Context: an optimization exercise on an open-source flow, tuned for small area and a short achievable clock period. The choices shown serve that exercise and are no tape-out recipe. At most, simulation tests tie the RTL to the original design; equivalence was not proved. Power figures rest on the tool's default switching activity, not on a simulated workload.

## gamma
==> module IOTDF, before the edit <==
module IOTDF( clk, rst, in_en, iot_in, fn_sel, busy, valid, iot_out);
input          clk;
input          rst;
input          in_en;
input  [7:0]   iot_in;
input  [2:0]   fn_sel;
output         busy;
output         valid;
output [127:0] iot_out;
reg  [135:0] ring;
reg  [7:0]   ib;        
reg          g;         
reg          nadd;      
reg  [2:0]   fs;        
reg  [4:0]   c;         
reg  [2:0]   p;         
reg          busy_r, valid_r;
reg          win, lose;  
reg          exc;       
reg          first;     
reg          kz;        
assign busy    = busy_r;
assign valid   = valid_r;
assign iot_out = ring[127:0];
wire proc  = (c != 5'd0) & (c != 5'd17);
wire gap   = (c == 5'd16);
wire lane0 = (c == 5'd1);
wire last  = (p == 3'd7);
wire m_max  = (fs == 3'd1) | (fs == 3'd6);
wire m_rnd  = (fs == 3'd1) | (fs == 3'd2);
wire m_peak = (fs == 3'd6) | (fs == 3'd7);
wire m_mm   = m_rnd | m_peak;
wire m_avg  = (fs == 3'd3);
wire m_flt  = (fs == 3'd4) | (fs == 3'd5);
wire better    = m_max ? gt : lt;
wire worse     = m_max ? lt : gt;
wire eq_st     = ~win & ~lose;
wire load      = m_flt | ((m_rnd | (m_peak & first)) & (p == 3'd0));
wire dwr       = proc & (load | (m_mm & (win | (eq_st & ~worse))));
wire beat      = proc & eq_st & better & ~load;
wire       fresh  = m_avg & (p == 3'd0);
wire       addon  = m_avg & proc;
wire [7:0] wold   = fresh ? 8'd0 : ring[132:125];
wire [7:0] asum   = addon ? ib : wold;
wire [7:0] nwold  = nadd ? ring[124:117] : 8'd0;
wire [7:0] ag = iot_in & nwold;
wire [7:0] ap = iot_in | nwold;
wire [8:0] ac;
assign ac[0] = 1'b0;
genvar j, k;
generate
  for (j = 1; j < 9; j = j + 1) begin : cla
    wire [j-1:0] terms;
    for (k = 0; k < j; k = k + 1) begin : tm
      if (k == j - 1) begin : last
        assign terms[k] = ag[k];
      end else begin : mid
        assign terms[k] = ag[k] & (&ap[j-1:k+1]);
      end
    end
    assign ac[j] = |terms;
  end
endgenerate
wire [8:0] nsum = {ac[8], iot_in ^ nwold ^ ac[7:0]};
wire [7:0] rb = ring[135:128];
wire gt = ib > rb;
wire lt = ib < rb;
wire [122:0] cv = {ring[119:0], ring[135:133]};
wire [122:0] cn;
wire [30:0]  pg;
wire [30:0]  q;
genvar i;
generate
  for (i = 0; i < 31; i = i + 1) begin : grp
    if (i < 30) begin : full
      assign pg[i] = &cv[4*i+3:4*i];
      assign cn[4*i+3:4*i] = cv[4*i+3:4*i] + {3'd0, g & q[i]};
    end else begin : top
      assign pg[i] = 1'b0;
      assign cn[122:120] = cv[122:120] + {2'd0, g & q[i]};
    end
    if (i == 0) begin : q0
      assign q[i] = 1'b1;
    end else begin : qi
      assign q[i] = &pg[i-1:0];
    end
  end
endgenerate
wire top_in  = fs[0] ? ((ib >= 8'hC0) | ((ib < 8'h7F) & (ib != 8'h00)))
                     : ((ib >= 8'h70) & (ib < 8'hAF));
wire top_pnd = fs[0] ? ((ib == 8'h7F) | (ib == 8'h00)) : (ib == 8'hAF);
wire nek     = kz ? (|ib) : ~(&ib);
wire v_next = m_flt ? (win | (lose & nek))
                    : (last & (m_avg | m_rnd | (m_peak & (first | exc | beat))));
always @(posedge clk) begin
    ib <= nsum[7:0];
    g  <= nsum[8];
    nadd <= ~rst & m_avg & (c != 5'd15) & ~(gap ? last : (p == 3'd0));
    fs <= fn_sel;
    ring[4:0]     <= dwr ? ib[4:0] : asum[7:3];
    ring[7:5]     <= dwr ? ib[7:5] : cn[2:0];
    ring[127:8]   <= cn[122:3];
    ring[132:128] <= ring[124:120];
    ring[135:133] <= asum[2:0];
    if (~proc) begin
        win  <= 1'b0;
        lose <= 1'b0;
    end else if (m_flt) begin
        if (lane0) begin
            win  <= top_in;
            lose <= top_pnd;
            kz   <= ~(|ib);
        end else if (lose & nek) begin
            win  <= 1'b1;
            lose <= 1'b0;
        end
    end else if (eq_st) begin
        win  <= better;
        lose <= worse;
    end
    if (rst) begin
        c       <= 5'd17;
        p       <= 3'd0;
        busy_r  <= 1'b0;
        valid_r <= 1'b0;
        first   <= 1'b1;
    end else begin
        c       <= c[4] ? 5'd0 : c + 5'd1;
        busy_r  <= (c == 5'd14);
        valid_r <= gap & v_next;
        if (gap) begin
            p <= p + 3'd1;
            if (last) first <= 1'b0;
        end
    end
    if (gap & last)
        exc <= 1'b0;
    else if (beat)
        exc <= 1'b1;
end
endmodule
clock: 8.0 ns
lec_check: 0
cap_margin: 20
core_margin: 2
core_utilization: 40
place_density: 0.6
slew_margin: 20
standard.sh (not shown) runs the stock make flow with config.mk's settings and CLKGATE_MAP_FILE= SYNTH_SCRIPT=/design/flow/synth_recipe.tcl, a recipe that flattens the netlist after the stock synthesis.
==> flow/flow/run.sh <==
#!/bin/bash
# Standard ORFS layout, with plain buffers (not delay cells) on the ports and
# a tighter setup target for the repair steps. Synthesis is the standard one.
set -euo pipefail
bash standard.sh synth > synth.log 2>&1
export BUFFER_PORTS_ARGS="-buffer_cell sky130_fd_sc_hd__buf_1"
export SETUP_SLACK_MARGIN=${MARGIN:-5.35}
export DONT_USE_CELLS="sky130_fd_sc_hd__clkdlybuf4s15_1 sky130_fd_sc_hd__clkdlybuf4s15_2 sky130_fd_sc_hd__clkdlybuf4s18_1 sky130_fd_sc_hd__clkdlybuf4s18_2 sky130_fd_sc_hd__clkdlybuf4s25_1 sky130_fd_sc_hd__clkdlybuf4s25_2 sky130_fd_sc_hd__clkdlybuf4s50_1 sky130_fd_sc_hd__clkdlybuf4s50_2 sky130_fd_sc_hd__dlygate4sd1_1 sky130_fd_sc_hd__dlygate4sd2_1 sky130_fd_sc_hd__dlygate4sd3_1 sky130_fd_sc_hd__dlymetal6s2s_1 sky130_fd_sc_hd__dlymetal6s4s_1 sky130_fd_sc_hd__dlymetal6s6s_1"
export CTS_ARGS="-sink_clustering_enable -repair_clock_nets -dont_use_dummy_load"
bash standard.sh > layout.log 2>&1
Modified inputs, beta compared to gamma
--- a/flow/design.v
+++ b/flow/design.v
@@ -64,8 +64,23 @@
 endgenerate
 wire [8:0] nsum = {ac[8], iot_in ^ nwold ^ ac[7:0]};
 wire [7:0] rb = ring[135:128];
-wire gt = ib > rb;
-wire lt = ib < rb;
+wire [7:0] cg = ib & ~rb;      
+wire [7:0] cl = ~ib & rb;
+wire [7:0] ce = ~(cg | cl);
+wire [7:0] gtt, ltt;
+generate
+  for (j = 0; j < 8; j = j + 1) begin : cmp
+    if (j == 7) begin : msb
+      assign gtt[j] = cg[j];
+      assign ltt[j] = cl[j];
+    end else begin : oth
+      assign gtt[j] = cg[j] & (&ce[7:j+1]);
+      assign ltt[j] = cl[j] & (&ce[7:j+1]);
+    end
+  end
+endgenerate
+wire gt = |gtt;
+wire lt = |ltt;
 wire [122:0] cv = {ring[119:0], ring[135:133]};
 wire [122:0] cn;
 wire [30:0]  pg;
==> run notes <==
From gamma to beta the numbers moved as follows: total net switching power now sits higher; post-placement cell count has increased; sequential fraction of design power went up.
Changes observed in beta relative to gamma: share of total power in combinational logic saw an increase, post-layout instance count excluding filler cells saw an increase, clock skew after layout saw little to no change.
In the metrics for beta and gamma, the one carrying the higher number of antenna violations at the first check in global routing is gamma.
Changes observed in beta relative to gamma: synthesized area +1.3%, period utilization shrank by 0.32 points, HPWL after detailed placement shows an increase of 270 um, register share of the cell area did not really move, non-clock buffer count saw a decrease.
Overall power of the completed layout | beta above gamma
Higher routed wire length goes to beta over gamma.
No functional check of the RTL was part of gamma.

JK:
IOTDF with an RTL version that a note above also has.
For scale: about 160 flip-flops, roughly 140 I/O pins, ~0.0078 sq mm of cells after synthesis.
==> module IOTDF, before the edit <==
module IOTDF( clk, rst, in_en, iot_in, fn_sel, busy, valid, iot_out);
input          clk;
input          rst;
input          in_en;
input  [7:0]   iot_in;
input  [2:0]   fn_sel;
output         busy;
output         valid;
output [127:0] iot_out;
reg  [135:0] ring;
reg  [7:0]   ib;        
reg          g;         
reg          nadd;      
reg  [2:0]   fs;        
reg  [4:0]   c;         
reg  [2:0]   p;         
reg          busy_r, valid_r;
reg          win, lose;  
reg          exc;       
reg          first;     
reg          kz;        
assign busy    = busy_r;
assign valid   = valid_r;
assign iot_out = ring[127:0];
wire proc  = (c != 5'd0) & (c != 5'd17);
wire gap   = (c == 5'd16);
wire lane0 = (c == 5'd1);
wire last  = (p == 3'd7);
wire m_max  = (fs == 3'd1) | (fs == 3'd6);
wire m_rnd  = (fs == 3'd1) | (fs == 3'd2);
wire m_peak = (fs == 3'd6) | (fs == 3'd7);
wire m_mm   = m_rnd | m_peak;
wire m_avg  = (fs == 3'd3);
wire m_flt  = (fs == 3'd4) | (fs == 3'd5);
wire better    = m_max ? gt : lt;
wire worse     = m_max ? lt : gt;
wire eq_st     = ~win & ~lose;
wire load      = m_flt | ((m_rnd | (m_peak & first)) & (p == 3'd0));
wire dwr       = proc & (load | (m_mm & (win | (eq_st & ~worse))));
wire beat      = proc & eq_st & better & ~load;
wire       fresh  = m_avg & (p == 3'd0);
wire       addon  = m_avg & proc;
wire [7:0] wold   = fresh ? 8'd0 : ring[132:125];
wire [7:0] asum   = addon ? ib : wold;
wire [7:0] nwold  = nadd ? ring[124:117] : 8'd0;
wire [7:0] ag = iot_in & nwold;
wire [7:0] ap = iot_in | nwold;
wire [8:0] ac;
assign ac[0] = 1'b0;
genvar j, k;
generate
  for (j = 1; j < 9; j = j + 1) begin : cla
    wire [j-1:0] terms;
    for (k = 0; k < j; k = k + 1) begin : tm
      if (k == j - 1) begin : last
        assign terms[k] = ag[k];
      end else begin : mid
        assign terms[k] = ag[k] & (&ap[j-1:k+1]);
      end
    end
    assign ac[j] = |terms;
  end
endgenerate
wire [8:0] nsum = {ac[8], iot_in ^ nwold ^ ac[7:0]};
wire [7:0] rb = ring[135:128];
wire [7:0] cg = ib & ~rb;      
wire [7:0] cl = ~ib & rb;
wire [7:0] ce = ~(cg | cl);
wire [7:0] gtt, ltt;
generate
  for (j = 0; j < 8; j = j + 1) begin : cmp
    if (j == 7) begin : msb
      assign gtt[j] = cg[j];
      assign ltt[j] = cl[j];
    end else begin : oth
      assign gtt[j] = cg[j] & (&ce[7:j+1]);
      assign ltt[j] = cl[j] & (&ce[7:j+1]);
    end
  end
endgenerate
wire gt = |gtt;
wire lt = |ltt;
wire [122:0] cv = {ring[119:0], ring[135:133]};
wire [122:0] cn;
wire [30:0]  pg;
wire [30:0]  q;
genvar i;
generate
  for (i = 0; i < 31; i = i + 1) begin : grp
    if (i < 30) begin : full
      assign pg[i] = &cv[4*i+3:4*i];
      assign cn[4*i+3:4*i] = cv[4*i+3:4*i] + {3'd0, g & q[i]};
    end else begin : top
      assign pg[i] = 1'b0;
      assign cn[122:120] = cv[122:120] + {2'd0, g & q[i]};
    end
    if (i == 0) begin : q0
      assign q[i] = 1'b1;
    end else begin : qi
      assign q[i] = &pg[i-1:0];
    end
  end
endgenerate
wire top_in  = fs[0] ? ((ib >= 8'hC0) | ((ib < 8'h7F) & (ib != 8'h00)))
                     : ((ib >= 8'h70) & (ib < 8'hAF));
wire top_pnd = fs[0] ? ((ib == 8'h7F) | (ib == 8'h00)) : (ib == 8'hAF);
wire nek     = kz ? (|ib) : ~(&ib);
wire v_next = m_flt ? (win | (lose & nek))
                    : (last & (m_avg | m_rnd | (m_peak & (first | exc | beat))));
always @(posedge clk) begin
    ib <= nsum[7:0];
    g  <= nsum[8];
    nadd <= ~rst & m_avg & (c != 5'd15) & ~(gap ? last : (p == 3'd0));
    fs <= fn_sel;
    ring[4:0]     <= dwr ? ib[4:0] : asum[7:3];
    ring[7:5]     <= dwr ? ib[7:5] : cn[2:0];
    ring[127:8]   <= cn[122:3];
    ring[132:128] <= ring[124:120];
    ring[135:133] <= asum[2:0];
    if (~proc) begin
        win  <= 1'b0;
        lose <= 1'b0;
    end else if (m_flt) begin
        if (lane0) begin
            win  <= top_in;
            lose <= top_pnd;
            kz   <= ~(|ib);
        end else if (lose & nek) begin
            win  <= 1'b1;
            lose <= 1'b0;
        end
    end else if (eq_st) begin
        win  <= better;
        lose <= worse;
    end
    if (rst) begin
        c       <= 5'd17;
        p       <= 3'd0;
        busy_r  <= 1'b0;
        valid_r <= 1'b0;
        first   <= 1'b1;
    end else begin
        c       <= c[4] ? 5'd0 : c + 5'd1;
        busy_r  <= (c == 5'd14);
        valid_r <= gap & v_next;
        if (gap) begin
            p <= p + 3'd1;
            if (last) first <= 1'b0;
        end
    end
    if (gap & last)
        exc <= 1'b0;
    else if (beat)
        exc <= 1'b1;
end
endmodule
==> flow/config.mk <==
export PLATFORM = sky130hd
export DESIGN_NAME = IOTDF
export DESIGN_NICKNAME = IOTDF
export VERILOG_FILES = /design/flow/design.v
export SDC_FILE = /design/flow/constraint.sdc
export NUM_CORES = 4
export LEC_CHECK = 0
export CAP_MARGIN = 20
export CORE_MARGIN = 2
export CORE_UTILIZATION = 65
export PLACE_DENSITY = 0.75
export SLEW_MARGIN = 20
==> flow/constraint.sdc <==
create_clock -name core_clock -period 8.0 [get_ports {clk}]
set_input_delay 1.6000 -clock core_clock [delete_from_list [all_inputs] [get_ports {clk}]]
set_output_delay 1.6000 -clock core_clock [all_outputs]
set_load 0.01 [all_outputs]
==> flow/flow/run.sh <==
#!/bin/bash
# Standard ORFS layout, with plain buffers (not delay cells) on the ports and
# a tighter setup target for the repair steps. Synthesis is the standard one.
set -euo pipefail
bash standard.sh synth > synth.log 2>&1
export BUFFER_PORTS_ARGS="-buffer_cell sky130_fd_sc_hd__buf_1"
export SETUP_SLACK_MARGIN=${MARGIN:-5.35}
export DONT_USE_CELLS="sky130_fd_sc_hd__clkdlybuf4s15_1 sky130_fd_sc_hd__clkdlybuf4s15_2 sky130_fd_sc_hd__clkdlybuf4s18_1 sky130_fd_sc_hd__clkdlybuf4s18_2 sky130_fd_sc_hd__clkdlybuf4s25_1 sky130_fd_sc_hd__clkdlybuf4s25_2 sky130_fd_sc_hd__clkdlybuf4s50_1 sky130_fd_sc_hd__clkdlybuf4s50_2 sky130_fd_sc_hd__dlygate4sd1_1 sky130_fd_sc_hd__dlygate4sd2_1 sky130_fd_sc_hd__dlygate4sd3_1 sky130_fd_sc_hd__dlymetal6s2s_1 sky130_fd_sc_hd__dlymetal6s4s_1 sky130_fd_sc_hd__dlymetal6s6s_1"
export CTS_ARGS="-sink_clustering_enable -repair_clock_nets -dont_use_dummy_load -buf_list {sky130_fd_sc_hd__clkbuf_4 sky130_fd_sc_hd__clkbuf_8}"
bash standard.sh > layout.log 2>&1
diff inputs: JK => MS
diff --git a/flow/design.v b/flow/design.v
--- a/flow/design.v
+++ b/flow/design.v
@@ -61,29 +61,14 @@
     end
     assign ac[j] = |terms;
   end
 endgenerate
 wire [8:0] nsum = {ac[8], iot_in ^ nwold ^ ac[7:0]};
 wire [7:0] rb = ring[135:128];
-wire [7:0] cg = ib & ~rb;      
-wire [7:0] cl = ~ib & rb;
-wire [7:0] ce = ~(cg | cl);
-wire [7:0] gtt, ltt;
-generate
-  for (j = 0; j < 8; j = j + 1) begin : cmp
-    if (j == 7) begin : msb
-      assign gtt[j] = cg[j];
-      assign ltt[j] = cl[j];
-    end else begin : oth
-      assign gtt[j] = cg[j] & (&ce[7:j+1]);
-      assign ltt[j] = cl[j] & (&ce[7:j+1]);
-    end
-  end
-endgenerate
-wire gt = |gtt;
-wire lt = |ltt;
+wire gt = ib > rb;
+wire lt = ib < rb;
 wire [122:0] cv = {ring[119:0], ring[135:133]};
 wire [122:0] cn;
 wire [30:0]  pg;
 wire [30:0]  q;
 genvar i;
 generate
--- outcome ---
In summary, MS completed successfully, with a layout that passed the timing, DRC and antenna checks.
From JK to MS the numbers moved as follows: wire length of the first global-routing pass now smaller; post-route clock period utilization ~0 delta; number of H-tree levels stayed essentially flat; total of clock buffers placed in the layout comparable; multi-input gate share of the layout cell area held steady.
Route | MS vs JK | wire shorter in MS
Only the layout flow was run in MS; the RTL was not checked for function there.

re-timing with driven ports:
The results above use ideal ports. As a check the final layouts listed here were re-extracted and re-timed, cells and wires unchanged.
Step 1 sets driving cells, clkbuf_16 on the clock port and buf_2 on the other inputs (assumed; they add their load-dependent delay and slew).
Step 2 adds t to the input delays and takes it off the output delays; t is the mean of the earliest and latest rising clock arrival at the registers after step 1. Input paths then give back, and output paths get back, about the clock's delay inside the block.
a / b / c = ideal / step 1 / step 2; a / b = the first two.
| run | shift t [ns] | setup slack, ns | worst setup path at the end | worst register clock-pin slew, ns |
|---|---|---|---|---|
| gamma | 0.451 | 5.370 / 5.328 / 4.961 | input to register | 0.07 / 0.07 |
| beta | 0.451 | 5.395 / 5.351 / 5.022 | input to register | 0.07 / 0.07 |
| JK | 0.465 | 5.381 / 5.347 / 4.919 | input to register | 0.09 / 0.09 |
| MS | 0.466 | 5.378 / 5.344 / 4.959 | input to register | 0.08 / 0.08 |
After both steps setup and hold are still met in every run listed. For JK, which loses most, drivers alone change the setup slack by -0.034 ns; drivers and shift together by -0.462 ns.
